Background: an optimization exercise with open tools, aiming at small area. Do not read the settings as production practice. The RTL was checked by simulation tests, not by an equivalence proof against the original design. Power and IR drop assume default switching activity.

File: flow/run.sh
#!/bin/bash
# synth_recipe.tcl (not shown) runs the flow's synth.tcl, then flattens the netlist and writes it again
# the make line also repeats each setting of config.mk as NAME=value (left out here)
make -C /OpenROAD-flow-scripts/flow DESIGN_CONFIG=/design/flow/config.mk WORK_HOME=/design/flow/orfs CLKGATE_MAP_FILE= SYNTH_SCRIPT=/design/flow/synth_recipe.tcl finish
File: flow/config.mk
export PLATFORM = sky130hd
export DESIGN_NAME = snake_top
export DESIGN_NICKNAME = snake_top
export VERILOG_FILES = /design/flow/design.v
export SDC_FILE = /design/flow/constraint.sdc
export NUM_CORES = 4
export LEC_CHECK = 0
export CAP_MARGIN = 20
export CORE_MARGIN = 2
export CORE_UTILIZATION = 40
export SLEW_MARGIN = 20
File: flow/constraint.sdc
create_clock -name core_clock -period 20.0 [get_ports {CLOCK_50}]
set_input_delay 4.0000 -clock core_clock [delete_from_list [all_inputs] [get_ports {CLOCK_50}]]
set_output_delay 4.0000 -clock core_clock [all_outputs]
set_load 0.01 [all_outputs]
File: flow/design.v
module snake_top(
	input CLOCK_50,
	input [4:0] KEY,            
	output [3:0] VGA_R,
	output [3:0] VGA_G,
	output [3:0] VGA_B,
	output VGA_HS,
	output VGA_VS,
	output [6:0] HEX0,
	output [6:0] HEX1,
	output [6:0] HEX2,
	output [6:0] HEX3,
	output [6:0] HEX4,
	output [6:0] HEX5
);
wire reset = ~KEY[4];
reg clk25;
reg [9:0] hcount;
reg [9:0] vcount;
always @(posedge CLOCK_50 or posedge reset) begin
	if (reset) begin
		clk25 <= 0;
		hcount <= 0;
		vcount <= 0;
	end else begin
		clk25 <= ~clk25;
		if (!clk25) begin
			if (hcount == 799) begin
				hcount <= 0;
				vcount <= (vcount == 524) ? 10'd0 : vcount + 10'd1;
			end else
				hcount <= hcount + 10'd1;
		end
	end
end
assign VGA_HS = ~((hcount >= 656) && (hcount < 752));
assign VGA_VS = ~((vcount >= 490) && (vcount < 492));
wire display_on = (hcount < 640) && (vcount < 480);
reg [6:0] q;
reg [5:0] w;
reg f;
wire ld = q[6];
wire [5:0] j = q[5:0];
wire tick = ld && (w == 0) && !f;
always @(posedge CLOCK_50 or posedge reset) begin
	if (reset) begin
		q <= 0;
		w <= 62;
		f <= 0;
	end else begin
		f <= tick;
		if (q == 0) begin
			q <= 64;
			w <= (w == 62) ? 6'd0 : w + 6'd1;
		end else if (!tick)
			q <= q - 7'd1;
	end
end
reg [1:0] direction;
always @(posedge CLOCK_50 or posedge reset) begin
	if (reset)
		direction <= 2'b01;
	else begin
		if (KEY[0] && direction != 2'b10) direction <= 2'b00;
		else if (KEY[1] && direction != 2'b11) direction <= 2'b01;
		else if (KEY[2] && direction != 2'b00) direction <= 2'b10;
		else if (KEY[3] && direction != 2'b01) direction <= 2'b11;
	end
end
reg game_over;
reg [5:0] hx;
reg [4:0] hy;
reg [5:0] ax;
reg [4:0] ay;
reg [5:0] lfsr_x;
reg [4:0] lfsr_y;
reg [6:0] len;
reg sat;               
reg [6:0] zc;          
reg [5:0] tx;          
reg [4:0] ty;
reg [1:0] tlink;       
reg tzero;
reg coll;              
reg [5:0] clr_x;       
reg clr_f;
reg [1:0] ring_lo [0:8];
reg [1:0] ring_hi [9:64];
wire [1:0] tap = ring_hi[64];
wire wall = (hx >= 39) || (hy >= 29) || (hx <= 1) || (hy == 0);
wire eat = (hx == ax) && (hy == ay);
wire go_tick = tick && !game_over;
wire move = go_tick && !coll && !wall;
wire grow_vis = eat && !len[6];
wire [6:0] len_new = len + {6'd0, eat};
reg [5:0] px_w;
reg [4:0] py_w;
wire [6:0] j7 = {1'b0, j};
wire vis = j7 < len;
wire cvis = vis || sat;
wire zero_j = (zc == j7);
wire last_vis = (j == 63) || !(j7 + 7'd1 < len);
wire last_cvis = (j == 63) || (!(j7 + 7'd1 < len) && !sat);
always @(posedge CLOCK_50) begin : ring_rot
	integer p;
	for (p = 10; p <= 64; p = p + 1)
		ring_hi[p] <= ring_hi[p-1];
	ring_hi[9] <= ring_lo[8];
end
always @(posedge CLOCK_50 or posedge reset) begin : ring_rst
	integer p;
	if (reset) begin
		for (p = 0; p <= 8; p = p + 1)
			ring_lo[p] <= 2'b00;
	end else begin
		for (p = 1; p <= 8; p = p + 1)
			ring_lo[p] <= ring_lo[p-1];
		ring_lo[0] <= move ? direction : tap;
	end
end
always @(posedge CLOCK_50) begin
	if (ld || !cvis) begin
		px_w <= tx;
		py_w <= ty;
	end else if (!zero_j) begin
		case (tap)
			2'b00: py_w <= py_w - 5'd1;
			2'b01: px_w <= px_w + 6'd1;
			2'b10: py_w <= py_w + 5'd1;
			2'b11: px_w <= px_w - 6'd1;
		endcase
	end
end
reg [38:2] mask;
reg [4:0] mask_row;
reg bld;
wire [9:0] vnext = vcount + 10'd1;
wire [4:0] target_row = vnext[8:4];
wire start = ld && !tick && (hcount >= 640) && (mask_row != target_row);
always @(posedge CLOCK_50 or posedge reset) begin : mask_blk
	integer x;
	if (reset) begin
		mask <= 0;
		mask_row <= 0;
		bld <= 0;
	end else begin
		if (ld)
			bld <= start;
		if (start) begin
			mask <= 0;
			mask_row <= target_row;
		end else if (!ld) begin
			if (bld && vis && py_w == mask_row)
				for (x = 2; x <= 38; x = x + 1)
					if (px_w == x) mask[x] <= 1'b1;
		end else if (move) begin
			if (len_new == 0)
				mask <= 0;
			else
				for (x = 2; x <= 38; x = x + 1) begin
					if (hy == mask_row && hx == x)
						mask[x] <= 1'b1;
					else if (!grow_vis && clr_f && clr_x == x)
						mask[x] <= 1'b0;
				end
		end
	end
end
always @(posedge CLOCK_50 or posedge reset) begin
	if (reset) begin
		game_over <= 0;
		lfsr_x <= 6'b101001;
		lfsr_y <= 5'b11011;
		ax <= 10;
		ay <= 7;
		hx <= 20;
		hy <= 15;
		len <= 10;
		sat <= 0;
		zc <= 0;
		tx <= 20;
		ty <= 24;
		tlink <= 2'b00;
		tzero <= 0;
		coll <= 0;
		clr_x <= 0;
		clr_f <= 0;
	end else begin
		sat <= sat | len[6];
		if (ld)
			coll <= 0;
		else begin
			if (cvis && j != 0 && px_w == hx && py_w == hy)
				coll <= 1;
			if (last_vis) begin
				clr_x <= px_w;
				clr_f <= (py_w == mask_row) && !zero_j;
			end
			if (last_cvis) begin
				tlink <= tap;
				tzero <= zero_j;
			end
		end
		if (go_tick) begin
			lfsr_x <= {lfsr_x[4:0], lfsr_x[5] ^ lfsr_x[2]};
			lfsr_y <= {lfsr_y[3:0], lfsr_y[4] ^ lfsr_y[2]};
			if (lfsr_x <= 1 || lfsr_x >= 39) lfsr_x <= 5;
			if (lfsr_y <= 1 || lfsr_y >= 29) lfsr_y <= 5;
			case (direction)
				2'b00: hy <= hy - 5'd1;
				2'b01: hx <= hx + 6'd1;
				2'b10: hy <= hy + 5'd1;
				2'b11: hx <= hx - 6'd1;
			endcase
			if (coll || wall)
				game_over <= 1;
		end
		if (move) begin
			if (!zc[6]) zc <= zc + 7'd1;
			if (eat) begin
				len <= len_new;
				ax <= lfsr_x % 40;
				ay <= lfsr_y % 30;
			end
			if (!(eat && !len[6] && !sat) && !tzero) begin
				case (tlink)
					2'b00: ty <= ty - 5'd1;
					2'b01: tx <= tx + 6'd1;
					2'b10: ty <= ty + 5'd1;
					2'b11: tx <= tx - 6'd1;
				endcase
			end
		end
	end
end
wire [5:0] cell_x = hcount[9:4];
wire [4:0] cell_y = vcount[8:4];
wire hit_snake = (cell_x >= 2 && cell_x <= 38) ? mask[cell_x] : 1'b0;
wire hit_apple = (cell_x == ax) && (cell_y == ay);
wire border = (hcount < 29) || (hcount >= 624) || (vcount < 16) || (vcount >= 464);
wire [9:0] px = hcount;
wire [9:0] py = vcount;
reg text;
always @(*) begin
	text = 0;
	if (px > 200 && px <= 250) begin
		if (py > 200 && py <=210) text = 1;
		else if (py > 210 && py <= 230 && px > 200 && px <= 210) text = 1;
		else if (py > 230 && py <= 240 && ((px > 200 && px <= 210) || (px > 230 && px <= 250))) text = 1;
		else if (py > 240 && py <= 260 && ((px > 200 && px <= 210) || (px > 240 && px <= 250))) text = 1;
		else if (py > 260 && py <= 270) text = 1;
		else if (py > 280 && py <= 290) text = 1;
		else if (py > 290 && py <= 340 && ((px > 200 && px <= 210) || (px > 240 && px <= 250))) text = 1;
		else if (py > 340 && py <= 350) text = 1;
	end else if (px > 260 && px <= 310) begin
		if (py > 200 && py <=210) text = 1;
		else if (py > 210 && py <= 230 && ((px > 260 && px <= 270) || (px > 300 && px <= 310))) text = 1;
		else if (py > 230 && py <=240) text = 1;
		else if (py > 240 && py <= 270 && ((px > 260 && px <= 270) || (px > 300 && px <= 310))) text = 1;
		else if (py > 280 && py <= 320 && ((px > 260 && px <= 270) || (px > 300 && px <= 310))) text = 1;
		else if (py > 320 && py <= 340 && ((px > 270 && px <= 280) || (px > 290 && px <= 300))) text = 1;
		else if (py > 340 && py <= 350 && px > 280 && px <= 290) text = 1;
	end else if (px > 320 && px <= 370) begin
		if (py > 200 && py <=220 && ((px > 320 && px <= 330) || (px > 360 && px <= 370))) text = 1;
		else if (py > 220 && py <= 230 && ((px > 320 && px <= 340) || (px > 350 && px <= 370))) text = 1;
		else if (py > 230 && py <= 240 && ((px > 320 && px <= 330) || (px > 360 && px <= 370) || (px > 340 && px <= 350))) text = 1;
		else if (py > 240 && py <= 270 && ((px > 320 && px <= 330) || (px > 360 && px <= 370))) text = 1;
		else if (py > 280 && py <= 290) text = 1;
		else if (py > 290 && py <= 310 && px > 320 && px <= 330) text = 1;
		else if (py > 310 && py <= 320 && px > 320 && px <= 350) text = 1;
		else if (py > 320 && py <= 340 && px > 320 && px <= 330) text = 1;
		else if (py > 340 && py <= 350) text = 1;
	end else if (px > 380 && px <= 430) begin
		if (py > 200 && py <=210) text = 1;
		else if (py > 210 && py <= 230 && px > 380 && px <= 390) text = 1;
		else if (py > 230 && py <= 240 && px > 380 && px <= 410) text = 1;
		else if (py > 240 && py <= 260 && px > 380 && px <= 390) text = 1;
		else if (py > 260 && py <= 270) text = 1;
		else if (py > 280 && py <= 290 && px > 380 && px <= 420) text = 1;
		else if (py > 290 && py <= 310 && ((px > 380 && px <= 390) || (px > 420 && px <= 430))) text = 1;
		else if (py > 310 && py <= 320 && px > 380 && px <= 420) text = 1;
		else if (py > 320 && py <= 330 && ((px > 380 && px <= 390) || (px > 400 && px <= 410))) text = 1;
		else if (py > 330 && py <= 340 && ((px > 380 && px <= 390) || (px > 410 && px <= 420))) text = 1;
		else if (py > 340 && py <= 350 && ((px > 380 && px <= 390) || (px > 420 && px <= 430))) text = 1;
	end
end
reg [3:0] r, g, b;
always @(*) begin
	if (game_over) begin
		r = 4'hF;
		g = text ? 4'hF : 4'h0;
		b = text ? 4'hF : 4'h0;
	end else if (hit_snake) begin
		r = 4'h0; g = 4'hF; b = 4'h0;
	end else if (hit_apple) begin
		r = 4'hF; g = 4'h0; b = 4'h0;
	end else if (border) begin
		r = 4'h0; g = 4'hA; b = 4'hA;
	end else begin
		r = 4'h0; g = 4'h0; b = 4'h0;
	end
end
assign VGA_R = display_on ? r : 4'h0;
assign VGA_G = display_on ? g : 4'h0;
assign VGA_B = display_on ? b : 4'h0;
wire [3:0] score_tens = len / 10;
wire [3:0] score_ones = len % 10;
function [6:0] seg7;
	input [3:0] value;
	case (value)
		4'h0: seg7 = 7'b1000000;
		4'h1: seg7 = 7'b1111001;
		4'h2: seg7 = 7'b0100100;
		4'h3: seg7 = 7'b0110000;
		4'h4: seg7 = 7'b0011001;
		4'h5: seg7 = 7'b0010010;
		4'h6: seg7 = 7'b0000010;
		4'h7: seg7 = 7'b1111000;
		4'h8: seg7 = 7'b0000000;
		4'h9: seg7 = 7'b0010000;
		4'hA: seg7 = 7'b0001000;
		4'hB: seg7 = 7'b0000011;
		4'hC: seg7 = 7'b1000110;
		4'hD: seg7 = 7'b0100001;
		4'hE: seg7 = 7'b0000110;
		4'hF: seg7 = 7'b0001110;
	endcase
endfunction
assign HEX0 = seg7(score_ones);
assign HEX1 = seg7(score_tens);
assign HEX2 = 7'b1111111;
assign HEX3 = 7'b1111111;
assign HEX4 = 7'b1111111;
assign HEX5 = 7'b1111111;
endmodule
==> flow_summary.html <==
<table>
<tr><th>Metric</th><th>Value</th></tr>
<tr><th colspan="2">Outcome</th></tr>
<tr><td>Status</td><td>timing/DRC/antenna clean</td></tr>
<tr><th colspan="2">Route</th></tr>
<tr><td>Antenna Nets Post-Route</td><td>0</td></tr>
<tr><td>Final Routed Wirelength</td><td>42.50 mm</td></tr>
<tr><td>Total via count after detailed routing</td><td>~13000</td></tr>
<tr><td>Detailed-router iteration count before antenna repair</td><td>6</td></tr>
<tr><td>Post-detailed-route wirelength per cell</td><td>18.28 um</td></tr>
<tr><td>DRC viols</td><td>0</td></tr>
<tr><td>Drt initial violations</td><td>1189</td></tr>
<tr><td>Number of vias per cell after detailed routing</td><td>5.796</td></tr>
<tr><th colspan="2">STA</th></tr>
<tr><td>Pin slew with the least headroom to its limit</td><td>between 1 and 1.5 ns</td></tr>
<tr><td>Unrepaired setup endpoints after global routing</td><td>no</td></tr>
<tr><td>Final-report hold violation count</td><td>0</td></tr>
<tr><td>Setup clock skew after layout</td><td>0.03171 ns</td></tr>
<tr><td>Aggregate negative setup slack</td><td>0 ns</td></tr>
<tr><td>Maximum clock frequency</td><td>0.1004 GHz</td></tr>
<tr><td>Slew headroom</td><td>0.2147</td></tr>
<tr><td>Share of the clock period used by the worst path</td><td>0.4978</td></tr>
<tr><td>Final min period</td><td>9.955 ns</td></tr>
<tr><td>Number of failing setup endpoints in the final timing report</td><td>0</td></tr>
<tr><td>Max Slew Vio Count</td><td>0</td></tr>
<tr><th colspan="2">Synthesis</th></tr>
<tr><td>Proportion of register bits with asynchronous set or reset after synthesis</td><td>0.5788</td></tr>
<tr><td>Gate count of the mapped netlist</td><td>1814</td></tr>
<tr><td>Fraction of the yosys area taken by sequential cells</td><td>0.4040</td></tr>
<tr><td>Fraction of post-synthesis cell area in the top cell type by area</td><td>0.2055</td></tr>
<tr><td>Ys Warns</td><td>3</td></tr>
<tr><td>Biggest area consumer among synthesized cells</td><td>sky130_fd_sc_hd__dfrtp_1</td></tr>
<tr><td>Post-synthesis register bit count</td><td>292</td></tr>
<tr><td>Main flop type after synthesis</td><td>sky130_fd_sc_hd__dfrtp_1</td></tr>
<tr><td>Most frequent cells after synthesis</td><td>sky130_fd_sc_hd__a21oi_1, sky130_fd_sc_hd__nand2_1, sky130_fd_sc_hd__dfrtp_1</td></tr>
<tr><td>Post-Syn Area per Cell</td><td>9.332 sq um</td></tr>
<tr><td>Distinct cell type count after synthesis</td><td>98</td></tr>
<tr><td>Post-synth design cell area</td><td>16930 sq um</td></tr>
<tr><td>Synth area leaders</td><td>sky130_fd_sc_hd__dfrtp_1, sky130_fd_sc_hd__dfxtp_1, sky130_fd_sc_hd__ha_1</td></tr>
<tr><td>EDFF count, synth</td><td>11</td></tr>
<tr><th colspan="2">Floorplan</th></tr>
<tr><td>Y dimension of the die</td><td>209.7 um</td></tr>
<tr><td>Area of the die</td><td>43980 sq um</td></tr>
<tr><td>Width of the die</td><td>209.7 um</td></tr>
<tr><td>Row count</td><td>75</td></tr>
<tr><td>Number of placed I/O pins</td><td>62</td></tr>
<tr><td>Core outline area</td><td>approximately 42000 sq um</td></tr>
<tr><td>Effective utilization at floorplan</td><td>0.4045</td></tr>
<tr><th colspan="2">Setup path</th></tr>
<tr><td>Type of element launching the critical path</td><td>flop</td></tr>
<tr><td>Endpoint arrival time on the critical path</td><td>slightly below 6 ns</td></tr>
<tr><td>Capturing element type of the critical path</td><td>output pin</td></tr>
<tr><td>Reg-to-reg startpoint</td><td>hx[3]</td></tr>
<tr><td>Register-to-register path setup slack</td><td>15.48 ns</td></tr>
<tr><td>Timing startpoint of the critical path</td><td>len[5]</td></tr>
<tr><td>Critical Path Fanout Max</td><td>17</td></tr>
<tr><td>Critical path class</td><td>reg -&gt; out</td></tr>
<tr><td>Critical Path RT</td><td>16.00 ns</td></tr>
<tr><th colspan="2">Clocking</th></tr>
<tr><td>Clock tree sinks</td><td>292</td></tr>
<tr><td>Hold Buf Count CTS</td><td>0</td></tr>
<tr><td>Clock Pin Slew Worst Setup and Hold Paths</td><td>0.06 ns</td></tr>
<tr><td>Number of H-tree levels</td><td>1</td></tr>
<tr><td>Clock buffers created by TritonCTS</td><td>31</td></tr>
<tr><td>TritonCTS clock tree</td><td>done</td></tr>
<tr><td>Post-CTS setup buffers</td><td>0</td></tr>
<tr><td>Maximum buffer depth of the clock tree</td><td>3</td></tr>
<tr><td>Clock latency of the later-clocked register in the worst-skew pair</td><td>~0.59 ns</td></tr>
<tr><td>Resize count post-CTS</td><td>0</td></tr>
<tr><td>Root buffer cell</td><td>sky130_fd_sc_hd__clkbuf_16</td></tr>
<tr><th colspan="2">Placed design</th></tr>
<tr><td># port buffers</td><td>33</td></tr>
<tr><td>Placer Congestion</td><td>around 0.9</td></tr>
<tr><td>Total cell area at the placement stage</td><td>17340 sq um</td></tr>
<tr><td>Half-perimeter wire length of the detailed placement result</td><td>29.20 mm</td></tr>
<tr><th colspan="2">Pwr</th></tr>
<tr><td>Leakage Power</td><td>7.521 nW</td></tr>
<tr><td>Total power density per cell area</td><td>around 65 nW/um^2</td></tr>
<tr><td>Worst IR Drop VDD</td><td>0.05718 mV</td></tr>
<tr><th colspan="2">Worst hold path</th></tr>
<tr><td>Hold path start</td><td>ring_hi[33][1]</td></tr>
<tr><td>Kind of path behind the tightest hold check</td><td>reg -&gt; reg</td></tr>
<tr><th colspan="2">Layout</th></tr>
<tr><td>Area Overhead vs Synth</td><td>8.766%</td></tr>
<tr><td>Final non-filler cell area</td><td>18410 sq um</td></tr>
<tr><td># nets final</td><td>1841</td></tr>
<tr><td>Fraction of final layout cells with drive strength greater than 1</td><td>0.1059</td></tr>
<tr><th colspan="2">GRT</th></tr>
<tr><td>Global routing usage summed across all routing layers</td><td>0.1914</td></tr>
<tr><td>Pin count of the biggest net entering global routing</td><td>91</td></tr>
<tr><td>Global-route wire length before repair</td><td>69.53 mm</td></tr>
<tr><td>Number of antenna violations at the first check in global routing</td><td>3</td></tr>
<tr><td>Via count of the first global-routing pass</td><td>12870</td></tr>
<tr><td>Total overflow reported by the global router</td><td>0</td></tr>
<tr><th colspan="2">Job</th></tr>
<tr><td>Max Cap Viol</td><td>0</td></tr>
</table>
## metal layers
metal,wire [um],GRT usage,share of wire,vias up
met2,19670,0.3089,0.46,507
met5,10,0,0.00024,-
met3,2748,0.02274,0.065,76
met1,19170,0.2705,0.45,6544
met4,898,0.05600,0.021,2
li1,-,-,-,6346
## layout make-up
type | instances | area, sq um
sequential | 292 | 6840
multi-input combinational | 1329 | 9195
fill | 4021 | 23440
clock inverter | 14 | 167.7
timing repair buffer | 43 | 410.4
inverter | 62 | 232.7
clock buffer | 44 | 887.1
antenna | 2 | 5.005
tap | 539 | 674.4
## stage by stage
step | setup WS (ns) | hold WS (ns) | std cells | util | power [W]
final | 10.04 | 0.3244 | 2325 | 0.4399 | 0.001194
after global routing | 9.522 | 0.3301 | 2323 | 0.4398 | 0.001237
after CTS | 10.01 | 0.3227 | 2323 | 0.4395 | 0.001210
after detailed placement | 10.65 | 0.3121 | 2265 | 0.4143 | 0.0006228
after global placement | 10.79 | 0.3114 | 2265 | 0.4143 | 0.0006224
after floorplan | 11.99 | 0.3096 | 1841 | - | 0.0006171
## where the power goes
part           internal [W]  switching [W]  leakage, nW
combinational    0.00000436      0.0000125         3.80
clock              0.000339       0.000244        0.510
sequential         0.000591     0.00000278         3.21
total              0.000935       0.000259         7.52
## cells in the final DEF (no fill, tap or decap), drive strengths merged, types with 11 or more instances in the layout
cell type and instances:
and2 15, buf 11, nand2 144, inv 64, o21a 11, a221oi 15, nor2b 26, a31oi 16
a21o 19, nand3 59, o31ai 13, nor3 53, xor2 55, mux4 12, clkbuf 44, nand3b 12
o211ai 16, and3 19, nor2 113, nand4 19, a211oi 24, a21oi 143, nor4 17, edfxtp 11
dfrtp 139, dfstp 30, o21ai 84, clkdlybuf4s50 32, or3 12, dfxtp 112, conb 28, mux2 64
xnor2 71, mux2i 14, nand2b 24, ha 71
## logic make-up (layout without fill, tap and decap cells)
family / Yosys count / in the layout / share of synthesized area
AND/OR/NAND/NOR: 560 / 560 / 0.1690
AO/OA/AOI/OAI: 447 / 447 / 0.1747
flip-flops: 292 / 292 / 0.4040
buffers and inverters: 220 / 163 / 0.05950
XOR/XNOR: 127 / 127 / 0.06652
multiplexers: 90 / 90 / 0.06704
adder cells (fa/ha/maj): 77 / 77 / 0.05898
other: 1 / 30 / 0.0002215
## registers in the layout (all words and copies together) (netlist names), 6 cells and up
name and flops:
ax 6, lfsr_x 6, hcount 10, clr_x 6
ring_lo 18, tx 6, hx 6, q 7
px_w 6, w 6, ring_hi 112, vcount 10
len 7, zc 7, mask 37
## critical path: stages, from the launching register on
cell	delay, ns
sky130_fd_sc_hd__dfrtp_1	0.71
sky130_fd_sc_hd__nor2_1	0.17
sky130_fd_sc_hd__inv_1	0.11
sky130_fd_sc_hd__ha_1	0.29
sky130_fd_sc_hd__nor2b_1	0.40
sky130_fd_sc_hd__a221o_1	0.22
sky130_fd_sc_hd__o31ai_1	0.09
sky130_fd_sc_hd__o22ai_1	0.72
sky130_fd_sc_hd__o21ai_0	0.51
sky130_fd_sc_hd__xnor2_1	0.47
sky130_fd_sc_hd__inv_1	0.17
sky130_fd_sc_hd__ha_1	0.29
sky130_fd_sc_hd__nand2_1	0.13
sky130_fd_sc_hd__nor3_1	0.05
sky130_fd_sc_hd__o21ai_0	0.18
sky130_fd_sc_hd__nand4_1	0.14
sky130_fd_sc_hd__a211o_1	0.24
sky130_fd_sc_hd__clkdlybuf4s50_1	0.48
## path summary, 6_finish.rpt
check	endpoint	cells after the start
max	HEX0[0]	17
min	ring_hi[34][1]	0
max reg2reg	mask[7]	14
min reg2reg	ring_hi[34][1]	0
max in group asynchronous	q[6]	2
min in group asynchronous	hcount[3]	1

==> separate check: timing with driven ports <==
In the flow no input, the clock included, has a driving cell. The finished layout below was timed again as built, in two steps.
Step 1 assumes that a clkbuf_16 drives the clock port and a buf_2 every other input.
Step 2 times the ports against the registers' clock, not the clock port: input delays grow and output delays shrink by t, the midpoint of the rising clock arrivals with the driver on.
a / b / c = ideal / step 1 / step 2; a / b = the first two.
shift t [ns]: 0.630
setup WS [ns]: 10.045 / 9.987 / 10.617
hold WS [ns]: 0.324 / 0.324 / 0.324
worst setup path after step 2: register to output
latest minus earliest clock arrival (ns): 0.032 / 0.032
After both steps setup and hold are still met in this run. For this run, drivers alone change the setup slack by -0.058 ns; drivers and shift together by +0.572 ns.
